This is an optimization exercise on Yosys and OpenROAD, whose aim is a short achievable clock period and few clock cycles, not a production implementation.
Function was checked by simulation only, so behaviour that the tests miss may differ from the original.
No activity file was given, so power comes from the tool's default toggle rates.

===== design/flow/design.v =====
module lc_3b_processor(clk,reset,mem_addr,mem_rdata,mem_wdata,mem_we,halt);
input clk,reset;
output [15:0] mem_addr;
input [15:0] mem_rdata;
output [15:0] mem_wdata;
output [1:0] mem_we;
output halt;
reg [15:0] areg;       
reg [15:0] fpc;        
reg        mcyc;       
reg        mld;        
reg        mbyte;      
reg [1:0]  we_r;
reg [15:0] wd_r;
reg        halt_r;
reg [15:0] rfd [0:7];   
reg [7:0]  rfv;         
reg [7:0]  wb_r;        
reg [15:0] wb_val;
wire [15:0] rf [0:7];
genvar g;
generate
  for (g = 0; g < 8; g = g + 1) begin : rfr
    assign rf[g] = rfv[g] ? rfd[g] : 16'd0;
  end
endgenerate
reg [15:0] ccv;        
reg        ccs;        
reg        d_v,  sk_v;
reg [15:0] d_ir, sk_ir;
reg [15:0] d_pc, sk_pc;      
reg [15:0] d_pc2, sk_pc2;    
reg        d_pt, sk_pt;      
reg [3:0]  d_hi, sk_hi;      
reg [15:0] d_np, sk_np;      
reg [15:0] d_off, sk_off;    
reg        d_sp, sk_sp;      
reg [7:0]  d_ra, sk_ra;      
reg [7:0]  d_rb, sk_rb;      
reg [7:0]  d_rs, sk_rs;      
function [15:0] f_off;
  input [15:0] w;
  f_off = (w[15:12] == 4'b0100) ? {{4{w[10]}}, w[10:0], 1'b0} : {{6{w[8]}}, w[8:0], 1'b0};
endfunction
function [7:0] f_1h;
  input [2:0] r;
  f_1h = 8'd1 << r;
endfunction
function f_sp;
  input [15:0] w;
  f_sp = ((w[15:12] == 4'b0100) & w[11]) |
         ((w[15:12] == 4'b0000) & (w[8:0] != 9'd0) & ((w[11:9] == 3'b111) | (w[8] & (w[11:9] != 3'b000))));
endfunction
reg        x_v;
reg [15:0] x_pc, x_pc2, x_brt, x_off, x_np;
reg        x_di;             
reg        x_pt;             
reg        x_bh;             
reg [3:0]  x_hi;
reg [15:0] x_a, x_b, x_s;
reg [2:0]  x_dr, x_sr1;
reg [7:0]  x_wa;             
reg [7:0]  m_dr;             
reg [3:0]  x_l_lo, x_l_hi, x_r_lo, x_r_hi, x_s_lo, x_s_hi;   
reg [2:0]  x_nzp;
reg        x_add, x_and, x_xor, x_shf, x_lea, x_jsr, x_jsrl, x_br, x_jmp, x_ld, x_st, x_word, x_br0;
localparam NB = 16;
reg        bv  [0:NB-1];
localparam TW = 8;          
reg [TW-1:0] btag[0:NB-1];
reg [15:0] btgt[0:NB-1];
reg        br7 [0:NB-1];    
reg [3:0]  bptr;
assign mem_addr  = areg;
assign mem_we    = we_r;
assign mem_wdata = wd_r;
assign halt      = halt_r;
wire xv = x_v & ~mcyc & ~halt_r;
reg [15:0] shl1, shr1, sra1, shl, shr, sra;
integer j;
always @(*) begin
  shl1 = 16'd0; shr1 = 16'd0; sra1 = 16'd0;
  for (j = 0; j < 4; j = j + 1) begin
    shl1 = shl1 | ({16{x_l_lo[j]}} & (x_a << j));
    shr1 = shr1 | ({16{x_r_lo[j]}} & (x_a >> j));
    sra1 = sra1 | ({16{x_s_lo[j]}} & ((x_a >> j) | ~(16'hffff >> j) & {16{x_a[15]}}));
  end
  shl = 16'd0; shr = 16'd0; sra = 16'd0;
  for (j = 0; j < 4; j = j + 1) begin
    shl = shl | ({16{x_l_hi[j]}} & (shl1 << (4*j)));
    shr = shr | ({16{x_r_hi[j]}} & (shr1 >> (4*j)));
    sra = sra | ({16{x_s_hi[j]}} & ((sra1 >> (4*j)) | ~(16'hffff >> (4*j)) & {16{sra1[15]}}));
  end
end
wire [15:0] sum;
add16 u_sum(.a(x_a), .b(x_b), .s(sum));
wire [15:0] xoth = ({16{x_and}} & (x_a & x_b)) | ({16{x_xor}} & (x_a ^ x_b)) |
                   shl | shr | sra |
                   ({16{x_lea}} & x_brt) | ({16{x_jsr}} & x_pc2);
wire [15:0] xres = x_add ? sum : xoth;
wire xw  = xv & (x_add | x_and | x_xor | x_shf | x_lea | x_jsr);    
wire xcc = xv & (x_add | x_and | x_xor | x_shf | x_lea);
wire cn = ccs & ccv[15];
wire cz = ccs & (ccv == 16'd0);
wire cp = ccs & ~ccv[15] & (ccv != 16'd0);
wire br_take = x_br & ~x_br0 & ((x_nzp[2] & cn) | (x_nzp[1] & cz) | (x_nzp[0] & cp));
wire jsr_reg = x_jsr & ~x_jsrl & (x_sr1 != 3'd7);    
wire rel     = br_take | x_jsrl;
wire indir   = x_jmp | jsr_reg;
wire taken   = rel | indir;
wire [15:0] tgt = (x_br | x_jsrl) ? x_brt : x_a;    
wire tgt_bad = taken & (x_bh | x_di) & (x_np != tgt);
wire mispred = xv & ~x_ld & ~x_st & ((x_pt != taken) | tgt_bad);
wire [15:0] rtarget = taken ? tgt : x_pc2;
wire [15:0] ea;
add16 u_ea(.a(x_a), .b(x_off), .s(ea));
wire xls = xv & (x_ld | x_st);
wire bupd = xv & taken & (~x_bh | tgt_bad);
reg        u_upd, u_inv, u_new, u_r7;
reg [3:0]  u_idx;
reg [15:0] u_tag, u_tgt;
wire binv = xv & x_bh & ~taken;
wire [15:0] ldata = ~mbyte ? mem_rdata :
                    areg[0] ? {{8{mem_rdata[15]}}, mem_rdata[15:8]} : {{8{mem_rdata[7]}}, mem_rdata[7:0]};
wire mwr = mcyc & mld & ~halt_r;
wire sxa = ~mcyc & xw & |(x_wa & d_ra);
wire sxb = ~mcyc & xw & |(x_wa & d_rb) & ~d_ir[5];
wire sxs = ~mcyc & xw & |(x_wa & d_rs);
wire sma = mwr & |(m_dr & d_ra);
wire smb = mwr & |(m_dr & d_rb) & ~d_ir[5];
wire sms = mwr & |(m_dr & d_rs);
reg [15:0] rfa, rfb, rfs;
integer r;
always @(*) begin
  rfa = 16'd0; rfb = 16'd0; rfs = 16'd0;
  for (r = 0; r < 8; r = r + 1) begin
    rfa = rfa | ({16{d_ra[r] & rfv[r] & ~wb_r[r]}} & rfd[r]);
    rfb = rfb | ({16{d_rb[r] & rfv[r] & ~wb_r[r]}} & rfd[r]);
    rfs = rfs | ({16{d_rs[r] & rfv[r] & ~wb_r[r]}} & rfd[r]);
  end
  rfa = rfa | ({16{|(d_ra & wb_r)}} & wb_val);
  rfb = rfb | ({16{|(d_rb & wb_r)}} & wb_val);
  rfs = rfs | ({16{|(d_rs & wb_r)}} & wb_val);
end
wire [15:0] oa0 = sxa ? xoth : sma ? ldata : rfa;
wire [15:0] ob0 = d_ir[5] ? {{11{d_ir[4]}}, d_ir[4:0]} : sxb ? xoth : smb ? ldata : rfb;
wire [15:0] os0 = sxs ? xoth : sms ? ldata : rfs;
wire [15:0] opa = (sxa & x_add) ? sum : oa0;
wire [15:0] opb = (sxb & x_add) ? sum : ob0;
wire [15:0] ops = (sxs & x_add) ? sum : os0;
wire [3:0]  dop = d_ir[15:12];
wire        d_jsr = (dop == 4'b0100);
wire        d_shf = (dop == 4'b1101) | (dop == 4'b1111);
wire [15:0] dbrt;
add16 u_brt(.a(d_pc2), .b(d_off), .s(dbrt));
wire        d_z = (d_ir == 16'd0);
reg        bhit;
reg [3:0]  bidx;
reg [15:0] bt;
integer k;
wire [15:0] r7 = wb_r[7] ? wb_val : rf[7];    
reg [NB-1:0] bh;
always @(*) begin
  bhit = 1'b0; bidx = 4'd0; bt = 16'd0;
  for (k = 0; k < NB; k = k + 1) begin
    bh[k] = bv[k] && btag[k] == areg[TW:1];
    if (bh[k]) begin
      bhit = 1'b1; bidx = bidx | k; bt = bt | (br7[k] ? r7 : btgt[k]);
    end
  end
end
wire [15:0] apc2 = areg + 16'd2;
wire [15:0] npred = bhit ? bt : apc2;
wire xls_bad = xls & x_pt;
wire squash = mispred | xls_bad;
wire d_stt = d_v & ~d_pt & d_sp;
wire d_ind = d_v & ~d_pt & ((dop == 4'b1100) | (d_jsr & ~d_ir[11] & ~d_ra[7]));
wire [15:0] d_itgt = (sxa & x_lea) ? x_brt : rfa;
wire d_pr = d_stt | d_ind;
wire [15:0] dtgt = d_stt ? dbrt : d_itgt;
wire dredir = d_pr & ~squash & (mcyc | ~xls);
wire use_bt = ~mcyc & ~xls & ~d_pr;
wire [15:0] alt = mcyc ? (d_pr ? dtgt : fpc) : xls ? ea : d_pr ? dtgt : apc2;
wire [15:0] anext = ({16{use_bt}} & bt) | ({16{~(use_bt & bhit)}} & alt);
wire halt_set = d_v & d_z & ~squash & ~(xv & x_st) & ~halt_r;
integer i;
always @(posedge clk) begin
  if (!reset) begin
    areg <= 16'd0;
    mcyc <= 1'b0;
    mld <= 1'b0;
    we_r <= 2'b00;
    halt_r <= 1'b0;
    ccs <= 1'b0;
    d_v <= 1'b0;
    sk_v <= 1'b0;
    x_v <= 1'b0;
    bptr <= 4'd0;
    u_upd <= 1'b0;
    u_inv <= 1'b0;
    for (i = 0; i < NB; i = i + 1) bv[i] <= 1'b0;
    rfv <= 8'd0;
    wb_r <= 8'd0;
  end else begin
    if (mwr) ccs <= 1'b1;
    wb_r <= ({8{mwr}} & m_dr) | ({8{xw}} & x_wa);
    rfv <= rfv | wb_r;
    if (xcc) ccs <= 1'b1;
    if (halt_set) halt_r <= 1'b1;
    u_upd <= bupd;
    u_inv <= binv;
    if (u_upd) begin
      bv[u_idx] <= 1'b1;
      if (u_new) bptr <= bptr + 4'd1;
    end
    if (u_inv) bv[u_idx] <= 1'b0;
    we_r <= 2'b00;
    areg <= mispred ? rtarget : anext;
    if (mcyc) begin
      mcyc <= 1'b0;
    end else if (mispred) begin
    end else if (xls) begin
      mcyc <= 1'b1;
      mld <= x_ld;
      if (x_st) we_r <= x_word ? 2'b11 : (ea[0] ? 2'b10 : 2'b01);
    end
    if (squash) begin
      d_v <= 1'b0;
      sk_v <= 1'b0;
    end
    if (!mcyc && xls) begin
      x_v <= 1'b0;
      sk_v <= ~xls_bad;
    end else if (squash) begin
      x_v <= 1'b0;
    end else begin
      x_v <= d_v & ~d_z;
      d_v <= ~dredir & (mcyc ? sk_v : 1'b1);
    end
  end
end
always @(posedge clk) begin
  wb_val <= mcyc ? ldata : xres;
  for (i = 0; i < 8; i = i + 1) begin
    if (wb_r[i]) rfd[i] <= wb_val;
  end
  if (mwr) ccv <= ldata;
  if (xcc) ccv <= xres;
  u_idx <= x_bh ? x_hi : bptr;
  u_new <= ~x_bh;
  u_tag <= x_pc;
  u_tgt <= tgt;
  u_r7 <= x_jmp & (x_sr1 == 3'd7);
  if (u_upd) begin
    btag[u_idx] <= u_tag[TW:1];
    btgt[u_idx] <= u_tgt;
    br7[u_idx] <= u_r7;
  end
  if (!mcyc && xls) begin
    fpc <= xls_bad ? x_pc2 : npred;
    m_dr <= x_wa;
    mbyte <= ~x_word;
    wd_r <= x_word ? x_s : {x_s[7:0], x_s[7:0]};
    sk_ir <= mem_rdata; sk_off <= f_off(mem_rdata); sk_sp <= f_sp(mem_rdata); sk_ra <= f_1h(mem_rdata[8:6]); sk_rb <= f_1h(mem_rdata[2:0]); sk_rs <= f_1h(mem_rdata[11:9]); sk_pc <= areg; sk_pc2 <= apc2; sk_pt <= bhit; sk_hi <= bidx; sk_np <= bt;
  end
  x_pc <= d_pc; x_pc2 <= d_pc2; x_brt <= dbrt; x_np <= d_ind ? d_itgt : d_np; x_di <= d_ind;
  x_pt <= d_pt | d_pr; x_bh <= d_pt; x_hi <= d_hi;
  x_a <= opa; x_b <= opb; x_s <= ops;
  x_dr <= d_ir[11:9]; x_sr1 <= d_ir[8:6]; x_wa <= d_jsr ? 8'h80 : d_rs;
  x_nzp <= d_ir[11:9];
  x_l_lo <= {4{d_shf & (d_ir[5:4] == 2'b00)}} & (4'd1 << d_ir[1:0]);
  x_l_hi <= {4{d_shf & (d_ir[5:4] == 2'b00)}} & (4'd1 << d_ir[3:2]);
  x_r_lo <= {4{d_shf & (d_ir[5:4] == 2'b01)}} & (4'd1 << d_ir[1:0]);
  x_r_hi <= {4{d_shf & (d_ir[5:4] == 2'b01)}} & (4'd1 << d_ir[3:2]);
  x_s_lo <= {4{d_shf & d_ir[5]}} & (4'd1 << d_ir[1:0]);
  x_s_hi <= {4{d_shf & d_ir[5]}} & (4'd1 << d_ir[3:2]);
  x_off <= d_ir[14] ? {{9{d_ir[5]}}, d_ir[5:0], 1'b0} : {{10{d_ir[5]}}, d_ir[5:0]};
  x_word <= d_ir[14];
  x_br0 <= (d_ir[8:0] == 9'd0);
  x_add <= (dop[3:2] == 2'b00) & ~(dop == 4'b0000) & ~(dop == 4'b0010) & ~(dop == 4'b0011);
  x_and <= (dop[3:2] == 2'b01) & ~(dop == 4'b0100) & ~(dop == 4'b0110) & ~(dop == 4'b0111);
  x_xor <= (dop[3:2] == 2'b10);
  x_shf <= d_shf;
  x_lea <= (dop == 4'b1110);
  x_jsr <= d_jsr;
  x_jsrl <= d_jsr & d_ir[11];
  x_br <= (dop == 4'b0000);
  x_jmp <= (dop == 4'b1100);
  x_ld <= (dop == 4'b0010) | (dop == 4'b0110);
  x_st <= (dop == 4'b0011) | (dop == 4'b0111);
  if (mcyc) begin
    d_ir <= sk_ir; d_off <= sk_off; d_sp <= sk_sp; d_ra <= sk_ra; d_rb <= sk_rb; d_rs <= sk_rs; d_pc <= sk_pc; d_pc2 <= sk_pc2; d_pt <= sk_pt; d_hi <= sk_hi; d_np <= sk_np;
  end else if (!xls) begin
    d_ir <= mem_rdata; d_off <= f_off(mem_rdata); d_sp <= f_sp(mem_rdata); d_ra <= f_1h(mem_rdata[8:6]); d_rb <= f_1h(mem_rdata[2:0]); d_rs <= f_1h(mem_rdata[11:9]); d_pc <= areg; d_pc2 <= apc2; d_pt <= bhit; d_hi <= bidx; d_np <= bt;
  end
end
endmodule
module add16(a, b, s);
input [15:0] a, b;
output [15:0] s;
wire [15:0] g0 = a & b, p0 = a ^ b;
wire [15:0] g1, p1, g2, p2, g3, p3, g4, p4;
genvar i;
generate
  for (i = 0; i < 16; i = i + 1) begin : l1
    if (i >= 1) begin : c
      assign g1[i] = g0[i] | (p0[i] & g0[i-1]);
      assign p1[i] = p0[i] & p0[i-1];
    end else begin : n
      assign g1[i] = g0[i];
      assign p1[i] = p0[i];
    end
  end
  for (i = 0; i < 16; i = i + 1) begin : l2
    if (i >= 2) begin : c
      assign g2[i] = g1[i] | (p1[i] & g1[i-2]);
      assign p2[i] = p1[i] & p1[i-2];
    end else begin : n
      assign g2[i] = g1[i];
      assign p2[i] = p1[i];
    end
  end
  for (i = 0; i < 16; i = i + 1) begin : l3
    if (i >= 4) begin : c
      assign g3[i] = g2[i] | (p2[i] & g2[i-4]);
      assign p3[i] = p2[i] & p2[i-4];
    end else begin : n
      assign g3[i] = g2[i];
      assign p3[i] = p2[i];
    end
  end
  for (i = 0; i < 16; i = i + 1) begin : l4
    if (i >= 8) begin : c
      assign g4[i] = g3[i] | (p3[i] & g3[i-8]);
      assign p4[i] = p3[i] & p3[i-8];
    end else begin : n
      assign g4[i] = g3[i];
      assign p4[i] = p3[i];
    end
  end
endgenerate
assign s = p0 ^ {g4[14:0], 1'b0};
endmodule

===== design/flow/flow/run.sh =====
#!/bin/bash
# The standard layout (the standard.sh: ORFS synthesis through finish), with
# one change: the buffers that ORFS puts on every input and output port are
# sky130_fd_sc_hd__buf_8 instead of the slow delay buffer buffer_ports picks by
# default, which footprint-matched resizing can then not replace.
set -euo pipefail
bash standard.sh BUFFER_PORTS_ARGS="-buffer_cell sky130_fd_sc_hd__buf_8" finish > flow_make.log 2>&1

===== design/flow/standard.sh =====
#!/bin/bash
# synth_recipe.tcl (not shown) runs the flow's synth.tcl, then flattens the netlist and writes it again
# the make line also repeats each setting of config.mk as NAME=value (left out here)
make -C /OpenROAD-flow-scripts/flow DESIGN_CONFIG=/design/flow/config.mk WORK_HOME=/design/flow/orfs CLKGATE_MAP_FILE= SYNTH_SCRIPT=/design/flow/synth_recipe.tcl "${@:-finish}"

===== design/flow/config.mk =====
export PLATFORM = sky130hd
export DESIGN_NAME = lc_3b_processor
export DESIGN_NICKNAME = lc_3b_processor
export VERILOG_FILES = /design/flow/design.v
export SDC_FILE = /design/flow/constraint.sdc
export NUM_CORES = 4
export LEC_CHECK = 0
export CAP_MARGIN = 20
export CORE_MARGIN = 2
export CORE_UTILIZATION = 40
export SETUP_SLACK_MARGIN = 5
export SLEW_MARGIN = 20
export TNS_END_PERCENT = 10

===== design/flow/constraint.sdc =====
create_clock -name core_clock -period 8.0 [get_ports {clk}]
set_input_delay 1.6000 -clock core_clock [delete_from_list [all_inputs] [get_ports {clk}]]
set_output_delay 1.6000 -clock core_clock [all_outputs]
set_load 0.01 [all_outputs]

==> notes.md, run 1 <==
commonest non-fill, non-tap cell in the layout=edfxtp_1; initial antenna violation count=14; GR peak layer=met2; worst hold stages=0; Die ar.=125,000 um^2; worst r2r src=d_ra[6]$_DFFE_PN_; Post-CTS Hold Buffers=0; Clock Sinks=between 1k and 1.5k; Power Density=about 230 nW/um^2; first-pass GRT wire length=263,000 um; Hold Path Class=flop to flop; final setup fails=0; met3 Usage GRT=under 10%; total global routing overflow=0; area growth from synthesis to layout=16.3%; Final period util=39.2%; nets=4,310; overall routing resource usage=between 20 and 30%; crit end category=flop; sequential area share after synthesis=58.0%; Synth Cell Area=49,000 um^2; met2 Track Usage GR=between 40% and 50%; # IOs=53; M1 GR Usage=39.8%; CTS Buffer Depth=3; maximum VDD drop=208 uV; Slew HR=15.1%; DP HPWL=119,000 um; CP Buf/Inv Count=0; CTS tree=done; initial DRC count=6,723; CORE AREA=122,000 um^2; fraction of registers with async set/reset=0%; post-route ant nets=0; Syn Inst Count=4,210; prevailing post-synth register cell=edfxtp_1; Data arrival, critical path=3.72 ns; vias in the first global route=35.8k; WHS Endpoint=u_tag[5]$_DFF_P_; Critical Path Max Stage Delay=0.66 ns; Max Fanout on Critical Path=13; synth unique cells=96; CTS root buffer=clkbuf_16; hold_sp=x_pc[5]$_DFF_P_; worst flop-to-flop path endpoint=areg[2]$_SDFF_PN0_; crit start category=flop; final WL=184,000 um; Routability Congestion=1.00; most frequent cells in the layout=761 x edfxtp_1, 260 x nor2_1, 260 x dfxtp_1; Max Cap Viol=0; RSZ-0062 raised after global routing=yes; PnR worst setup slack=~4.9 ns; clock slew at reported path FFs=0.07 ns; EDFF count, synth=761; DR WL/cell=between 30 and 40 um; die height=~350 um; skew final=0.0363 ns; leak pwr=between 0.02 and 0.025 uW; Clk Latency, worst-skew pair=0.75 ns; largest cells by area after synthesis=edfxtp_1 47%, dfxtp_1 11%, a22oi_1 3.8%; slew of the pin with the lowest slew margin=1.26 ns; #FFs+latches synth=1,038; Tmin final=3.13 ns; DR vias/cell=about 6.5; max-slew violation count=0; std cell rows=128; WP data required=8.59 ns; Die Span X=354 um; status=finished clean; syn nets=4,278; largest net degree at the start of global routing=82; FF-to-FF setup slack=4.87 ns; CP top delay family=compound AO/OA/AOI/OAI gates; final hold vios=0; setup TNS=0 ns; share of cells above drive strength 1=17.2%; Synth warnings=2; CTS buffer count=105; initial core utilization=about two fifths; Yosys top cell area share=46.7%; Fmax=about 320 MHz; Via Count=38.6k; CP most frequent cell=a22oi_1; Worst Reg-to-Reg Cells=8; Pre-Repair DR Iteration Count=10; input/output buffers=52; CP max stage cell=a2111oi_4; DR DRC count=0; top cell type by total area after synthesis=edfxtp_1; H-Tree Depth=3; Syn Area/Cell=11.6 um^2; CP Class=flop to flop; Critical Path, Cell by Cell=and3b_2, a22o_1, a2111oi_4, a211oi_2, o211ai_1, a22oi_1, a22oi_1, a211oi_1; Place WS=3.96 ns
## registers in the layout (all words and copies together) (netlist names), 16 cells and up
register / flops
wd_r: 16
x_brt: 16
sk_np: 16
btag: 128
wb_val: 16
x_b: 16
areg: 16
x_s: 16
x_a: 16
x_np: 16
br7: 16
sk_ir: 16
d_np: 16
ccv: 16
fpc: 16
bv: 16
u_tgt: 16
d_ir: 16
rfd: 128
btgt: 256
## worst max path at each step
stage / end / slack [ns] / cells after the start / startpoint
after floorplan: d_sp$_DFFE_PN_ / 5.03 / 5 / mem_rdata[11]
after detailed placement: fpc[2]$_DFFE_PP_ / 3.96 / 10 / areg[7]$_SDFF_PN0_
after global routing: ccs$_SDFFE_PN0P_ / 4.89 / 7 / x_lea$_DFF_P_
final: areg[2]$_SDFF_PN0_ / 4.87 / 8 / d_ra[6]$_DFFE_PN_
after global placement: fpc[2]$_DFFE_PP_ / 3.97 / 10 / areg[7]$_SDFF_PN0_
after CTS: x_a[1]$_DFF_P_ / 4.71 / 5 / x_add$_DFF_P_
## layer usage
| layer | wire, um | share of wire (%) |
|---|---|---|
| met1 | 74600 | 41 |
| met4 | 7840 | 4.3 |
| met2 | 80800 | 44 |
| met3 | 20700 | 11 |
| met5 | 97 | 0.053 |
## cell type report
class	instances	area (um^2)
clock buffers	135	2970
multi-input cells	2794	20000
inverters	59	240
clock inverters	65	676
diodes	5	12.5
well taps	1625	2030
flip-flops and latches	1038	28400
repair buffers	244	2650
fillers	10900	64600
## through the flow
| stage | utilization (%) | area, um^2 | total power (uW) | hold slack (ns) | cells |
|---|---|---|---|---|---|
| 2_1_floorplan | - | 49000 | 7260 | 0.310 | 4210 |
| 3_3_place_gp | 42.2 | 51300 | 7980 | 0.310 | 5670 |
| 3_5_place_dp | 42.3 | 51400 | 7980 | 0.314 | 5671 |
| 4_1_cts | 46.2 | 56200 | 13200 | 0.329 | 5925 |
| 5_1_grt | 46.9 | 57000 | 13700 | 0.334 | 5962 |
| 6_report | 46.9 | 57000 | 13400 | 0.327 | 5965 |
## power breakdown
part / leakage (uW) / internal, uW / total, uW / switching, uW
Sequential: 0.00947 / 6120 / 6580 / 459
Combinational: 0.00954 / 592 / 1560 / 971
Clock: 0.00182 / 2970 / 5210 / 2240
## cells by family (layout without fill, tap and decap cells)
family                   Yosys count  count (layout)  share of synthesized area [%]
buffers and inverters            379             503                           3.26
XOR/XNOR                         189             189                           3.38
AND/OR/NAND/NOR                 1114            1115                           11.7
multiplexers                     258             258                           5.60
AO/OA/AOI/OAI                   1182            1182                           16.7
flip-flops                      1038            1038                           58.0
other                              0               5                              0
adder cells (fa/ha/maj)           50              50                           1.32
## cells in the mapped netlist, types with 66 or more instances
library cell,count
a221oi_1,68
a21oi_1,133
clkbuf_1,253
a22o_1,71
nor2_1,276
edfxtp_1,761
mux2i_1,132
a31oi_1,66
a211oi_1,97
mux2_2,125
nand2_1,230
nand3_1,200
nand4_1,94
o22ai_1,93
o21ai_0,219
dfxtp_1,277
xor2_1,135
a22oi_1,250
## timing repair
| item | in CTS | in global routing |
|---|---|---|
| setup endpoints to repair | 253 | 153 |
| pin swaps | 23 | 20 |
| cloned | 1 | 1 |
| gates resized for setup | 116 | 118 |
| buffers inserted | 53 | 32 |
Testbench counts, summed over its fixed seeds: cycles 81,701.
==> run 2, diff against run 1 <==
--- a/design/flow/config.mk
+++ b/design/flow/config.mk
@@ -10,4 +10,4 @@
 export CORE_UTILIZATION = 40
 export SETUP_SLACK_MARGIN = 5
 export SLEW_MARGIN = 20
-export TNS_END_PERCENT = 10
+export TNS_END_PERCENT = 2
==> run 2 against run 1 <==
Still clean. Setup slack got worse by 0.078 ns. Clock skew fell by 0.0021 ns. Clock-buffer cell count did not move. Routed wire length fell by 0.50%. Largest cell class unchanged. Largest power group unchanged. Highest routed layer unchanged.
==> notes.md, run 2 <==
status=finished clean; worst flop-to-flop path endpoint=x_b[12]$_DFF_P_; final WL=between 150,000 and 200,000 um; max-slew violation count=0; Levels on crit path=8; final setup fails=0; Slew HR=21.6%; top cell type by total area after synthesis=edfxtp_1; CP top delay family=compound AO/OA/AOI/OAI gates; FF-to-FF setup slack=roughly 4.8 ns; CP Class=flop to flop; overall routing resource usage=28.3%; top-count cell post-synth=edfxtp_1; combinational share of power=11.2%; std cell rows=~130; biggest regs=btgt x256, btag x128, rfd x128; initial DRC count=6,653; total global routing overflow=0; DR WL/cell=30.8 um; area growth from synthesis to layout=15.5%; CTS tree=done; Pint=9630 uW; EDFF count, synth=approximately 760; Critical Path Max Stage Delay=about 0.8 ns; overall power=13,300 uW; Die Span X=roughly 350 um; Die ar.=125,000 um^2; Fillers=10.9k; crit end category=flop; input/output buffers=52; CP max stage cell=dfxtp_1; Pre-Repair DR Iteration Count=8; CTS buffer count=105; maximum VDD drop=approximately 210 uV; clock share of power=between 30% and 40%; Largest Register=btgt; Worst setup startpoint=x_xor$_DFF_P_; hold_sp=x_pc[5]$_DFF_P_; vias in the first global route=35.7k; capture point of the critical path=x_b[12]$_DFF_P_; Routability Congestion=around 1.0; Critical Path, Cell by Cell=nor2_1, nand2_1, o21a_1, nand2_1, o211ai_1, o21ai_0, o22ai_1, nor2_1; commonest non-fill, non-tap cell in the layout=edfxtp_1; clock slew at reported path FFs=0.07 ns; synth unique cells=96; Synth warnings=2; DR vias/cell=roughly 6.5; setup TNS=0 ns; Power Density=234 nW/um^2; Max Fanout on Critical Path=17; initial core utilization=40.3%; Switching Fraction=27.4%; slew of the pin with the lowest slew margin=~1.2 ns; skew final=0.0343 ns; Via Count=38.5k; WP data required=8.58 ns; CTS Buffer Depth=3; final hold vios=0; Clock Sinks=between 1k and 1.5k; Data arrival, critical path=3.79 ns; share of cells above drive strength 1=between 15 and 20%; post-route ant nets=0; most frequent cells in the layout=761 x edfxtp_1, 263 x dfxtp_1, 260 x nor2_1; DR DRC count=0; Synth Cell Area=49,000 um^2; Fmax=between 300 and 400 MHz; DP HPWL=119,000 um; Yosys top cell area share=46.7%; crit start category=flop; worst hold margin=0.327 ns; #FFs+latches synth=around 1.0k; fraction of registers with async set/reset=0%; H-Tree Depth=3; NetSw=3640 uW; # IOs=53; largest cells by area after synthesis=edfxtp_1 47%, dfxtp_1 11%, a22oi_1 3.8%; sequential power share=49.5%; Final Non-Filler Cells=5,951; top cells by count, synth=761 x edfxtp_1, 277 x dfxtp_1, 276 x nor2_1; Cells after DPL=roughly 5.7k; number of flip-flops under the largest register name=256; RSZ-0062 raised after global routing=yes; prevailing post-synth register cell=edfxtp_1; Post-CTS Hold Buffers=0; initial antenna violation count=13; nets=between 4k and 5k; Max Cap Viol=0; Final period util=40.1%; Place WS=3.96 ns; syn nets=4,278; die height=354 um; Syn Inst Count=4,210; Tmin final=3.21 ns; largest net degree at the start of global routing=82; sequential area share after synthesis=58.0%; PnR worst setup slack=roughly 4.8 ns; worst r2r src=x_xor$_DFF_P_; Hold Path Class=flop to flop; Syn Area/Cell=11.6 um^2; leak pwr=0.0207 uW; first-pass GRT wire length=262,000 um; Clk Latency, worst-skew pair=0.75 ns; CP Buf/Inv Count=0; Worst Reg-to-Reg Cells=8; CTS root buffer=clkbuf_16; CORE AREA=122,000 um^2
-- run 2: routing by layer --
metal	global-route usage, %	vias up	share of wire [%]
li1	-	16400	-
met1	39.7	19000	40
met2	43.2	2598	44
met3	6.51	491	12
met4	9.86	8	4.2
met5	0	-	0.043
-- run 2: power by group through the flow --
stage               registers, uW  logic [uW]  clock network [uW]
floorplan                    6420         849                   0
global placement             6650        1320                   0
detailed placement           6650        1330                   0
CTS                          6540        1410                5260
global route                 6570        1570                5470
finish                       6570        1490                5210
-- run 2: final cells by class --
| cell class | count | area, um^2 | share of cell area, % |
|---|---|---|---|
| Antenna cell | 8 | 20.0 | 0.0354 |
| Clock inverter | 65 | 676 | 1.19 |
| Inverter | 59 | 240 | 0.425 |
| Timing Repair Buffer | 226 | 2400 | 4.23 |
| Multi-Input combinational cell | 2795 | 19800 | 35.0 |
| Clock buffer | 135 | 2970 | 5.25 |
| Tap cell | 1625 | 2030 | 3.59 |
| Sequential cell | 1038 | 28400 | 50.2 |
-- run 2: worst min path at each step --
stage / end / slack, ns / cells after the start
after floorplan: u_tag[1]$_DFF_P_ / 0.31 / 0
after global placement: u_tag[1]$_DFF_P_ / 0.31 / 0
after detailed placement: u_tag[7]$_DFF_P_ / 0.31 / 0
after CTS: u_tag[7]$_DFF_P_ / 0.33 / 0
after global routing: u_tag[7]$_DFF_P_ / 0.33 / 0
final: u_tag[5]$_DFF_P_ / 0.33 / 0
-- run 2: per-stage QoR --
stage / util, % / cell area, um^2
CTS: 46.0 / 55900
detailed placement: 42.3 / 51400
floorplan: - / 49000
global placement: 42.2 / 51300
finish: 46.5 / 56600
global route: 46.5 / 56600
-- run 2: cells by family after synthesis --
family	count (synthesis)	share of synthesized area (%)
adder cells (fa/ha/maj)	50	1.32
flip-flops	1038	58.0
AND/OR/NAND/NOR	1114	11.7
XOR/XNOR	189	3.38
multiplexers	258	5.60
AO/OA/AOI/OAI	1182	16.7
buffers and inverters	379	3.26
-- run 2: timing repair --
action                     in CTS  in global routing
resized for setup              89                 81
pin swaps                      18                 12
setup buffers                  35                 33
setup endpoints to repair     253                231
gates cloned                    1                  1
-- run 2: worst register-to-register path: cells and delay by family, from the launching register on --
kind / cells / cell delay, ns
compound gates: 4 / 1.32
simple gates: 4 / 0.94
flops: 1 / 0.81
==> run 3, diff against run 2 <==
--- a/design/flow/design.v
+++ b/design/flow/design.v
@@ -58,6 +58,7 @@
 reg        x_bh;             
 reg [3:0]  x_hi;
 reg [15:0] x_a, x_b, x_s;
+reg        x_sw;             
 reg [2:0]  x_dr, x_sr1;
 reg [7:0]  x_wa;             
 reg [7:0]  m_dr;             
@@ -115,6 +116,7 @@
 wire [15:0] ea;
 add16 u_ea(.a(x_a), .b(x_off), .s(ea));
 wire xls = xv & (x_ld | x_st);
+wire [15:0] sdat = x_sw ? wb_val : x_s;    
 wire bupd = xv & taken & (~x_bh | tgt_bad);
 reg        u_upd, u_inv, u_new, u_r7;
 reg [3:0]  u_idx;
@@ -144,10 +146,9 @@
 end
 wire [15:0] oa0 = sxa ? xoth : sma ? ldata : rfa;
 wire [15:0] ob0 = d_ir[5] ? {{11{d_ir[4]}}, d_ir[4:0]} : sxb ? xoth : smb ? ldata : rfb;
-wire [15:0] os0 = sxs ? xoth : sms ? ldata : rfs;
+wire [15:0] os0 = sms ? ldata : rfs;    
 wire [15:0] opa = (sxa & x_add) ? sum : oa0;
 wire [15:0] opb = (sxb & x_add) ? sum : ob0;
-wire [15:0] ops = (sxs & x_add) ? sum : os0;
 wire [3:0]  dop = d_ir[15:12];
 wire        d_jsr = (dop == 4'b0100);
 wire        d_shf = (dop == 4'b1101) | (dop == 4'b1111);
@@ -260,12 +261,12 @@
     fpc <= xls_bad ? x_pc2 : npred;
     m_dr <= x_wa;
     mbyte <= ~x_word;
-    wd_r <= x_word ? x_s : {x_s[7:0], x_s[7:0]};
+    wd_r <= x_word ? sdat : {sdat[7:0], sdat[7:0]};
     sk_ir <= mem_rdata; sk_off <= f_off(mem_rdata); sk_sp <= f_sp(mem_rdata); sk_ra <= f_1h(mem_rdata[8:6]); sk_rb <= f_1h(mem_rdata[2:0]); sk_rs <= f_1h(mem_rdata[11:9]); sk_pc <= areg; sk_pc2 <= apc2; sk_pt <= bhit; sk_hi <= bidx; sk_np <= bt;
   end
   x_pc <= d_pc; x_pc2 <= d_pc2; x_brt <= dbrt; x_np <= d_ind ? d_itgt : d_np; x_di <= d_ind;
   x_pt <= d_pt | d_pr; x_bh <= d_pt; x_hi <= d_hi;
-  x_a <= opa; x_b <= opb; x_s <= ops;
+  x_a <= opa; x_b <= opb; x_s <= os0; x_sw <= sxs;
   x_dr <= d_ir[11:9]; x_sr1 <= d_ir[8:6]; x_wa <= d_jsr ? 8'h80 : d_rs;
   x_nzp <= d_ir[11:9];
   x_l_lo <= {4{d_shf & (d_ir[5:4] == 2'b00)}} & (4'd1 << d_ir[1:0]);
--- a/design/flow/config.mk
+++ b/design/flow/config.mk
@@ -10,4 +10,4 @@
 export CORE_UTILIZATION = 40
 export SETUP_SLACK_MARGIN = 5
 export SLEW_MARGIN = 20
-export TNS_END_PERCENT = 2
+export TNS_END_PERCENT = 10
==> run 3 against run 2 <==
Still clean. Clock power grew 2%. Critical path depth grew 3. Synthesized area shrank 1.7%. Routed wire length is 0.75% lower. Setup slack better by 0.039 ns. Clock-buffer cell count up 12. Flip-flop and latch count grew 1. Cell count decreased by 0.35%. Via count fell by 2.0%. Final area down 1.4%. Maximum frequency rose by 1.2%. Register-to-register slack better by 0.04 ns.
==> notes.md, run 3 <==
Routability Congestion=0.962; largest cells by area after synthesis=edfxtp_1 47%, dfxtp_1 12%, a22oi_1 4.6%; multi-input logic area=18,800 um^2; commonest non-fill, non-tap cell in the layout=edfxtp_1; Synth Cell Area=48,200 um^2; final WL=182,000 um; worst flop-to-flop path endpoint=areg[8]$_SDFF_PN0_; Tmin final=around 3.2 ns; slew of the pin with the lowest slew margin=1.24 ns; setup TNS=0 ns; Yosys top cell area share=47.5%; top-count cell post-synth=edfxtp_1; initial DRC count=5,471; Clock Sinks=~1.0k; number of flip-flops under the largest register name=256; max-slew violation count=0; worst hold stages=0; M1 wire length=71,700 um; metal3 WL=just under 20,000 um; DR WL/cell=30.7 um; hold_sp=x_pc[8]$_DFF_P_; # IOs=between 50 and 60; fraction of registers with async set/reset=0%; Max Cap Viol=0; Cells after DPL=5,670; RSZ-0062 raised after global routing=yes; most frequent cells in the layout=761 x edfxtp_1, 329 x nor2_1, 291 x a22oi_1; CP Class=flop to flop; WP data required=approximately 8.6 ns; FF-to-FF setup slack=4.83 ns; Die ar.=123,000 um^2; Final period util=39.6%; DR vias/cell=6.37; #FFs+latches synth=roughly 1.0k; CTS root buffer=clkbuf_16; Syn Inst Count=~4.2k; Top Layer Used=met5; Syn Area/Cell=11.5 um^2; metal2 WL=80,100 um; largest net degree at the start of global routing=around 90; WHS Endpoint=u_tag[8]$_DFF_P_; std cell rows=about 130; syn nets=4,262; Die Span X=351 um; Power Density=around 240 nW/um^2; Final Non-Filler Cells=slightly below 6k; share of cells above drive strength 1=15.4%; clock share of power=39.8%; top cells by count, synth=761 x edfxtp_1, 346 x nor2_1, 292 x a22oi_1; post-route ant nets=0; sequential cell area=28,500 um^2; DP HPWL=around 120,000 um; final setup fails=0; synth unique cells=83; Pint=9790 uW; crit end category=flop; clock slew at reported path FFs=0.07 ns; CORE AREA=~120,000 um^2; Fillers=10.8k; skew final=0.0267 ns; top cell type by total area after synthesis=edfxtp_1; biggest regs=btgt x256, btag x128, rfd x128; DR DRC count=0; nets=4,289; Synth warnings=2; Clk Latency, worst-skew pair=0.72 ns; initial core utilization=40.2%; overall routing resource usage=between 20% and 30%; Switching Fraction=approximately a quarter; Worst Reg-to-Reg Cells=11; overall power=about 13,000 uW; Via Count=37.8k; Max Fanout on Critical Path=24; combinational share of power=10.7%; final hold vios=0; NetSw=~3600 uW; CTS buffer count=106; first-pass GRT wire length=255,000 um; Data arrival, critical path=3.73 ns; input/output buffers=52; area growth from synthesis to layout=15.9%; Fmax=315 MHz; prevailing post-synth register cell=edfxtp_1; Slew HR=17.4%; worst r2r src=wb_r[6]$_SDFF_PN0_; status=finished clean; Largest Register=btgt; CTS tree=done; maximum VDD drop=210 uV; vias in the first global route=between 30k and 40k; crit start category=flop; Hold Path Class=flop to flop; initial antenna violation count=7; total global routing overflow=0; die height=351 um; H-Tree Depth=3; Pre-Repair DR Iteration Count=9; EDFF count, synth=approximately 760; leak pwr=0.0202 uW; sequential area share after synthesis=about three fifths; sequential power share=49.5%; CTS Buffer Depth=3
==> run 3: changes by cell type after synthesis, sizes merged, moves of 44 or more <==
cell   change
nand2     +60
a21oi    +145
o21ai     -44
o22ai     -58
nand3     -67
mux2i     -49
nor2      +69
==> run 3: power groups by stage <==
stage | Combinational (uW) | Clock (uW) | Sequential (uW)
2_1_floorplan | 813 | 0 | 6430
3_3_place_gp | 1270 | 0 | 6660
3_5_place_dp | 1270 | 0 | 6670
4_1_cts | 1330 | 5350 | 6560
5_1_grt | 1520 | 5550 | 6610
6_report | 1430 | 5310 | 6600
==> run 3: worst max-delay path by stage <==
stage | start | endpoint | slack [ns]
floorplan | halt_r$_SDFFE_PN0P_ | areg[10]$_SDFF_PN0_ | 4.97
global placement | mcyc$_SDFF_PP0_ | areg[12]$_SDFF_PN0_ | 3.81
detailed placement | mcyc$_SDFF_PP0_ | areg[12]$_SDFF_PN0_ | 3.69
CTS | areg[0]$_SDFF_PN0_ | mem_addr[0] | 4.73
global route | x_a[0]$_DFF_P_ | areg[14]$_SDFF_PN0_ | 4.80
finish | wb_r[6]$_SDFF_PN0_ | areg[8]$_SDFF_PN0_ | 4.83
==> run 3: critical path: stages (launching register included) <==
cell and delay (ns):
dfxtp_1 0.30, buf_4 0.37, and3b_1 0.23, buf_4 0.23, a22o_1 0.26, a221oi_1 0.24
nand3_1 0.16, a21oi_1 0.55, a21oi_2 0.24, o22ai_1 0.18, or3_1 0.16, a221oi_1 0.08
==> run 3: final cells by class <==
type,instances,share of cell area [%]
Sequential cell,1039,51.0
Multi-Input combinational cell,2791,33.7
Clock buffer,147,5.46
Timing Repair Buffer,227,4.62
Tap cell,1612,3.62
Clock inverter,54,1.20
Inverter,56,0.419
Antenna cell,4,0.0179
==> run 3: routing by layer <==
metal  global-route usage (%)  vias up
met5                        0        -
met4                     14.3        8
met3                     6.92      579
met2                     43.4     2455
met1                     37.9    18600
li1                         -    16200
==> run 3: through the flow <==
stage	hold WS, ns	area, um^2	setup slack (ns)	utilization (%)
2_1_floorplan	0.310	48200	4.97	-
4_1_cts	0.327	55200	4.73	46.1
6_report	0.323	55800	4.83	46.6
3_5_place_dp	0.312	50700	3.69	42.4
5_1_grt	0.337	55800	4.80	46.6
3_3_place_gp	0.311	50700	3.81	42.4
==> run 3: timing repair <==
action	CTS	global route
buffers inserted	28	16
resized for setup	109	71
setup endpoints to repair	186	117
hold buffers	0	0
pin swaps	26	20
gates cloned	2	8
==> run 3: cell families (layout without fill, tap and decap cells) <==
kind of cell	Yosys count	in the layout	synth area share (%)
muxes	206	206	4.60
AOI/OAI and AO/OA	1233	1233	17.4
xor gates and xnor gates	194	194	3.53
buffers and inverters	365	484	3.13
other	0	4	0
adders and majority gates	50	50	1.35
DFF	1039	1039	59.0
and+or+nand+nor	1107	1108	11.0
Testbench counts of run 3, summed over its fixed seeds: cycles 81,701.
==> run 4, diff against run 3 <==
--- a/design/flow/design.v
+++ b/design/flow/design.v
@@ -161,14 +161,18 @@
 integer k;
 wire [15:0] r7 = wb_r[7] ? wb_val : rf[7];    
 reg [NB-1:0] bh;
+reg        bhr;             
+reg [15:0] btt;             
 always @(*) begin
-  bhit = 1'b0; bidx = 4'd0; bt = 16'd0;
+  bhit = 1'b0; bidx = 4'd0; btt = 16'd0; bhr = 1'b0;
   for (k = 0; k < NB; k = k + 1) begin
     bh[k] = bv[k] && btag[k] == areg[TW:1];
     if (bh[k]) begin
-      bhit = 1'b1; bidx = bidx | k; bt = bt | (br7[k] ? r7 : btgt[k]);
+      bhit = 1'b1; bidx = bidx | k;
+      if (br7[k]) bhr = 1'b1; else btt = btt | btgt[k];
     end
   end
+  bt = btt | ({16{bhr}} & r7);
 end
 wire [15:0] apc2 = areg + 16'd2;
 wire [15:0] npred = bhit ? bt : apc2;
==> run 4 against run 3 <==
Still clean on timing, DRC and antenna. Clock skew is 0.027 ns higher. Maximum frequency up 3.1%. Die area shrank 3.6%. Worst hold slack gained 0.0040 ns. Final area down 3.0%. Critical endpoint is now mem_addr[7]. Largest power group unchanged.
==> notes.md, run 4 <==
Post-CTS Hold Buffers=0; initial DRC count=a little under 5k; crit start category=flop; biggest regs=btgt x256, btag x128, rfd x128; top cells by count, synth=761 x edfxtp_1, 310 x a22oi_1, 278 x dfxtp_1; Via Count=33.8k; Fmax=325 MHz; Area after DPL=48,900 um^2; top cell type by total area after synthesis=edfxtp_1; number of flip-flops under the largest register name=256; Fillers=10.1k; DR vias/cell=6.35; H-Tree Depth=3; Slew HR=24.5%; largest net degree at the start of global routing=100; fraction of registers with async set/reset=0%; Routability Congestion=0.961; initial antenna violation count=7; Max Fanout on Critical Path=7; skew final=0.0540 ns; Max Cap Viol=0; total global routing overflow=0; DR WL/cell=31.1 um; fin area=54,100 um^2; slew of the pin with the lowest slew margin=1.12 ns; crit end category=output port; DP HPWL=about 110,000 um; Post-Route Utilization=47.2%; CTS tree=done; share of cells above drive strength 1=17.7%; Syn Inst Count=about 3.6k; most frequent cells in the layout=761 x edfxtp_1, 309 x a22oi_1, 260 x dfxtp_1; prevailing post-synth register cell=edfxtp_1; EDFF count, synth=761; final WL=165,000 um; final hold vios=0; Die ar.=119,000 um^2; Hold Path Class=flop to flop; CTS Buffer Depth=3; initial core utilization=40.5%; CTS buffer count=around 110; Synth warnings=2; Tmin final=just over 3 ns; DR DRC count=0; Final period util=38.4%; final setup fails=0; area growth from synthesis to layout=16.6%; nets=3,779; Synth Cell Area=46,400 um^2; input/output buffers=52; CORE AREA=115,000 um^2; synth unique cells=83; maximum VDD drop=around 200 uV; leak pwr=0.0188 uW; status=finished clean; Data arrival, critical path=1.48 ns; Pre-Repair DR Iteration Count=7; CP Class=flop to output port; overall routing resource usage=26.9%; # IOs=53; CTS root buffer=clkbuf_16; first-pass GRT wire length=232,000 um; die height=~340 um; Yosys top cell area share=49.3%; Clk Latency, worst-skew pair=0.73 ns; WP data required=6.40 ns; RSZ-0062 raised after global routing=yes; largest cells by area after synthesis=edfxtp_1 49%, dfxtp_1 12%, a22oi_1 5.0%; vias in the first global route=31.8k; Syn Area/Cell=around 13 um^2; syn nets=3,716; Die Span X=between 300 and 400 um; std cell rows=124; post-route ant nets=0; sequential area share after synthesis=61.3%; max-slew violation count=0; commonest non-fill, non-tap cell in the layout=edfxtp_1; Power Density=250 nW/um^2; #FFs+latches synth=1,039; Clock Sinks=1,039; top-count cell post-synth=edfxtp_1; Largest Register=btgt; clock slew at reported path FFs=0.06 ns; Antenna Cells=0; setup TNS=0 ns
## run 4: cell types whose count changed in the layout (fill, tap and decap cells not counted), sizes merged, moves of 54 or more
| cell | before | now |
|---|---|---|
| nand2 | 291 | 205 |
| o21ai | 181 | 113 |
| xnor2 | 79 | 164 |
| xor2 | 115 | 28 |
| a21oi | 279 | 180 |
| nor2 | 348 | 189 |
| o211ai | 74 | 20 |
## run 4: per-layer routing
| layer | routed length, um | track usage (%) | vias to the layer above |
|---|---|---|---|
| met1 | 66200 | 36.8 | 16800 |
| met4 | 8330 | 11.8 | 14 |
| li1 | - | - | 14500 |
| met3 | 16900 | 5.22 | 404 |
| met5 | 94 | 0 | - |
| met2 | 73700 | 41.4 | 2104 |
## run 4: worst max-delay path: stages, from the launching register on
cell,delay [ns]
dfxtp_4,0.43
buf_12,0.19
buf_8,0.11
## run 4: cells by family (layout without fill, tap and decap cells)
logic type,count (synthesis),in the layout,synth area share [%]
AND/OR/NAND/NOR,809,810,9.13
adder cells (fa/ha/maj),50,50,1.40
buffers and inverters,290,447,2.77
XOR/XNOR,192,192,3.62
multiplexers,230,230,5.31
AO/OA/AOI/OAI,1038,1038,16.5
flip-flops,1039,1039,61.3
## run 4: area by class of cell
cell class | count | area, um^2 | share of cell area [%]
Inverter | 55 | 223 | 0.412
Clock buffer | 145 | 3010 | 5.56
Multi-Input combinational cell | 2320 | 17400 | 32.2
Clock inverter | 61 | 862 | 1.59
Sequential cell | 1039 | 28500 | 52.6
Tap cell | 1512 | 1890 | 3.50
Timing Repair Buffer | 186 | 2230 | 4.13
## run 4: final timing paths
check | startpoint | endpoint | slack [ns] | cells past startpoint
min | x_pc[3]$_DFF_P_ | u_tag[3]$_DFF_P_ | 0.33 | 0
max reg2reg | wb_r[0]$_SDFF_PN0_ | areg[7]$_SDFF_PN0_ | 4.93 | 10
min reg2reg | x_pc[3]$_DFF_P_ | u_tag[3]$_DFF_P_ | 0.33 | 0
max | areg[7]$_SDFF_PN0_ | mem_addr[7] | 4.92 | 2
## run 4: power by group
| part | total [uW] | switching [uW] | internal (uW) |
|---|---|---|---|
| Sequential | 6600 | 473 | 6130 |
| Clock | 5440 | 2250 | 3190 |
| Combinational | 1480 | 891 | 589 |
| Total | 13500 | 3610 | 9910 |
## run 4: what timing repair did
item	in CTS	in global routing
pin swaps	14	15
setup buffers	20	13
resized for setup	117	83
gates cloned	3	10
setup endpoints to repair	198	161
## run 4: stage by stage
| step | hold WS (ns) | total power, uW | instances | setup slack, ns |
|---|---|---|---|---|
| finish | 0.327 | 13500 | 5318 | 4.92 |
| global route | 0.333 | 13800 | 5318 | 4.86 |
| CTS | 0.328 | 13400 | 5294 | 4.85 |
| detailed placement | 0.313 | 7950 | 5065 | 4.08 |
| global placement | 0.312 | 7950 | 5064 | 4.22 |
| floorplan | 0.310 | 7260 | 3648 | 5.04 |
Testbench counts of run 4, summed over its fixed seeds: cycles 81,701.
==> run 5, diff against run 4 <==
--- a/design/flow/config.mk
+++ b/design/flow/config.mk
@@ -8,6 +8,7 @@
 export CAP_MARGIN = 20
 export CORE_MARGIN = 2
 export CORE_UTILIZATION = 40
+export GPL_ROUTABILITY_DRIVEN = 0
 export SETUP_SLACK_MARGIN = 5
 export SLEW_MARGIN = 20
 export TNS_END_PERCENT = 10
==> run 5 against run 4 <==
Cell count up 0.38%. Routed wire length down 2.5%. Clock power about the same. Sequential power about the same. Combinational power about the same. Sequential share of layout area down 0.22 points. Maximum frequency down 1.6%. Die area unchanged. Global-route usage down 0.53 points.
==> notes.md, run 5 <==
leak pwr=between 0.015 and 0.02 uW; first-pass GRT wire length=~230,000 um; WP data required=8.57 ns; top cell type by total area after synthesis=edfxtp_1; initial antenna violation count=2; CORE AREA=115,000 um^2; Clk Latency, worst-skew pair=0.73 ns; clock share of power=between 40% and 50%; Final period util=39.1%; biggest regs=btgt x256, btag x128, rfd x128; vias in the first global route=~32k; maximum VDD drop=182 uV; worst hold stages=0; prevailing post-synth register cell=edfxtp_1; WHS Endpoint=u_tag[3]$_DFF_P_; Clock Sinks=1,039; largest net degree at the start of global routing=between 80 and 90; worst r2r src=wb_r[4]$_SDFF_PN0_; Worst setup startpoint=wb_r[4]$_SDFF_PN0_; Die ar.=119,000 um^2; crit end category=flop; final WL=about 160,000 um; synth unique cells=83; top cells by count, synth=761 x edfxtp_1, 310 x a22oi_1, 278 x dfxtp_1; NetSw=3590 uW; CTS tree=done; worst hold margin=about 0.33 ns; CTS buffer count=110; DR WL/cell=between 30 and 40 um; total global routing overflow=0; Post-Route Utilization=a little under half; EDFF count, synth=about 760; Die Span X=approximately 340 um; Switching Fraction=26.5%; final setup fails=0; combinational share of power=between 10% and 20%; nets=between 3k and 4k; Max Fanout on Critical Path=23; clock slew at reported path FFs=0.06 ns; sequential power share=between 40% and 50%; most frequent cells in the layout=761 x edfxtp_1, 309 x a22oi_1, 256 x dfxtp_1; Largest Register=btgt; DR DRC count=0; # IOs=between 50 and 60; Yosys top cell area share=49.3%; top-count cell post-synth=edfxtp_1; Power Density=between 200 and 250 nW/um^2; share of cells above drive strength 1=18.2%; initial DRC count=roughly 5.4k; Fillers=10.1k; overall routing resource usage=roughly a quarter; area growth from synthesis to layout=17.1%; status=finished clean; crit start category=flop; Data arrival, critical path=3.70 ns; RSZ-0062 raised after global routing=yes; slew of the pin with the lowest slew margin=1.14 ns; Fmax=320 MHz; Tmin final=between 3 and 4 ns; Max Cap Viol=0; setup TNS=0 ns; Worst Reg-to-Reg Cells=10; fraction of registers with async set/reset=0%; commonest non-fill, non-tap cell in the layout=edfxtp_1; Hold Path Class=flop to flop; std cell rows=124; input/output buffers=52; number of flip-flops under the largest register name=256; CP Class=flop to flop; hold_sp=x_pc[3]$_DFF_P_; final hold vios=0; syn nets=between 3k and 4k; Syn Inst Count=between 3k and 4k; Pint=9970 uW; die height=345 um; Pre-Repair DR Iteration Count=7; post-route ant nets=0; FF-to-FF setup slack=4.87 ns; Slew HR=a little under a quarter; Synth warnings=2; max-slew violation count=0; DR vias/cell=6.39; worst flop-to-flop path endpoint=areg[2]$_SDFF_PN0_; sequential area share after synthesis=61.3%; Antenna Cells=0; DP HPWL=around 100,000 um; Via Count=34.1k; Syn Area/Cell=12.7 um^2; skew final=about 0.05 ns; CTS Buffer Depth=3; initial core utilization=40.5%; Synth Cell Area=46,400 um^2; CTS root buffer=clkbuf_16; largest cells by area after synthesis=edfxtp_1 49%, dfxtp_1 12%, a22oi_1 5.0%; H-Tree Depth=3; #FFs+latches synth=1,039
-- run 5: final cells by class --
cell class	instances	area, um^2	area share, %
clock buffers	144	3010	5.54
clock inverters	66	890	1.64
inverters	55	223	0.410
multi-input cells	2321	17500	32.2
flip-flops and latches	1039	28500	52.4
well taps	1512	1890	3.48
repair buffers	201	2370	4.37
-- run 5: metal layers --
layer  global-route usage, %  routed length (um)
met5                       0                  13
met4                    9.48                6460
met3                    4.88               16800
met2                    41.2               73200
met1                    36.6               64600
-- run 5: worst max-delay path by stage --
stage	endpoint	slack, ns	cells after the start
floorplan	bv[2]$_DFF_P_	5.04	6
global placement	areg[5]$_SDFF_PN0_	3.98	7
detailed placement	areg[5]$_SDFF_PN0_	3.94	7
CTS	mem_addr[5]	4.82	2
global route	fpc[2]$_DFFE_PP_	4.87	12
finish	areg[2]$_SDFF_PN0_	4.87	10
-- run 5: per-stage QoR --
step                      std cells  power (uW)  setup slack (ns)  area (um^2)
final                          5338       13600              4.87        54300
after CTS                      5288       13400              4.82        53500
after global placement         5049        7930              3.98        48700
after floorplan                3648        7260              5.04        46400
after global routing           5338       13900              4.87        54300
after detailed placement       5049        7930              3.94        48700
-- run 5: cells by family after synthesis --
logic type               share of synthesized area, %
flip-flops                                       61.3
adder cells (fa/ha/maj)                          1.40
buffers and inverters                            2.77
XOR/XNOR                                         3.62
multiplexers                                     5.31
AND/OR/NAND/NOR                                  9.13
AO/OA/AOI/OAI                                    16.5
-- run 5: what timing repair did --
action                     4_1_cts  5_1_grt
hold buffers                     0        0
cloned                           5        5
setup buffers                   24       43
gates resized for setup        125       82
pin swaps                        8       16
setup endpoints to repair      220      119
-- run 5: critical path, cell delays in order (launching register included) --
cell and delay [ns]:
dfxtp_1 0.31, buf_4 0.34, and3b_2 0.44, a22oi_1 0.25, nand4_1 0.10, a21oi_1 0.70, a21oi_1 0.30, o21ai_0 0.22
a21oi_1 0.11, a21oi_1 0.12, a21oi_1 0.08
-- run 5: power groups by stage --
stage	clock [uW]	sequential (uW)	combinational, uW
after global routing	5710	6620	1570
final	5450	6610	1490
after detailed placement	0	6680	1240
after CTS	5490	6580	1370
after floorplan	0	6420	839
after global placement	0	6680	1240

-- port drivers added, routing unchanged --
No port has a modelled driver above. Below, the same layouts with a new extraction and two added sets of constraints. Step 1: set_driving_cell puts a clkbuf_16 on clk and a buf_2 on each other input, an assumption about the parent block. Step 2, shift: input delay + t, output delay - t, t = (earliest + latest rising clock arrival at the registers) / 2. This alone moves slack from input paths to output paths. a / b / c = ideal ports / drivers / drivers and shift; a / b = the first two.
run | shift t [ns] | setup slack, ns | hold WS [ns] | latest minus earliest clock arrival (ns) | slew at the worst register clock pin (ns)
run 1 | 0.811 | 4.868 / 4.867 / 4.294 | 0.327 / 0.327 / 0.327 | 0.037 / 0.038 | 0.07 / 0.07
run 2 | 0.811 | 4.790 / 4.766 / 4.287 | 0.327 / 0.327 / 0.327 | 0.036 / 0.036 | 0.07 / 0.07
run 3 | 0.773 | 4.829 / 4.829 / 4.292 | 0.323 / 0.323 / 0.323 | 0.029 / 0.030 | 0.07 / 0.07
run 4 | 0.782 | 4.924 / 4.845 / 4.517 | 0.327 / 0.327 / 0.327 | 0.055 / 0.054 | 0.07 / 0.07
run 5 | 0.787 | 4.873 / 4.821 / 4.517 | 0.327 / 0.327 / 0.327 | 0.051 / 0.051 | 0.07 / 0.07
After both steps setup and hold are still met in every run listed. The setup slack of run 1, which loses most, moves by -0.001 ns with the drivers and by -0.574 ns with both steps.
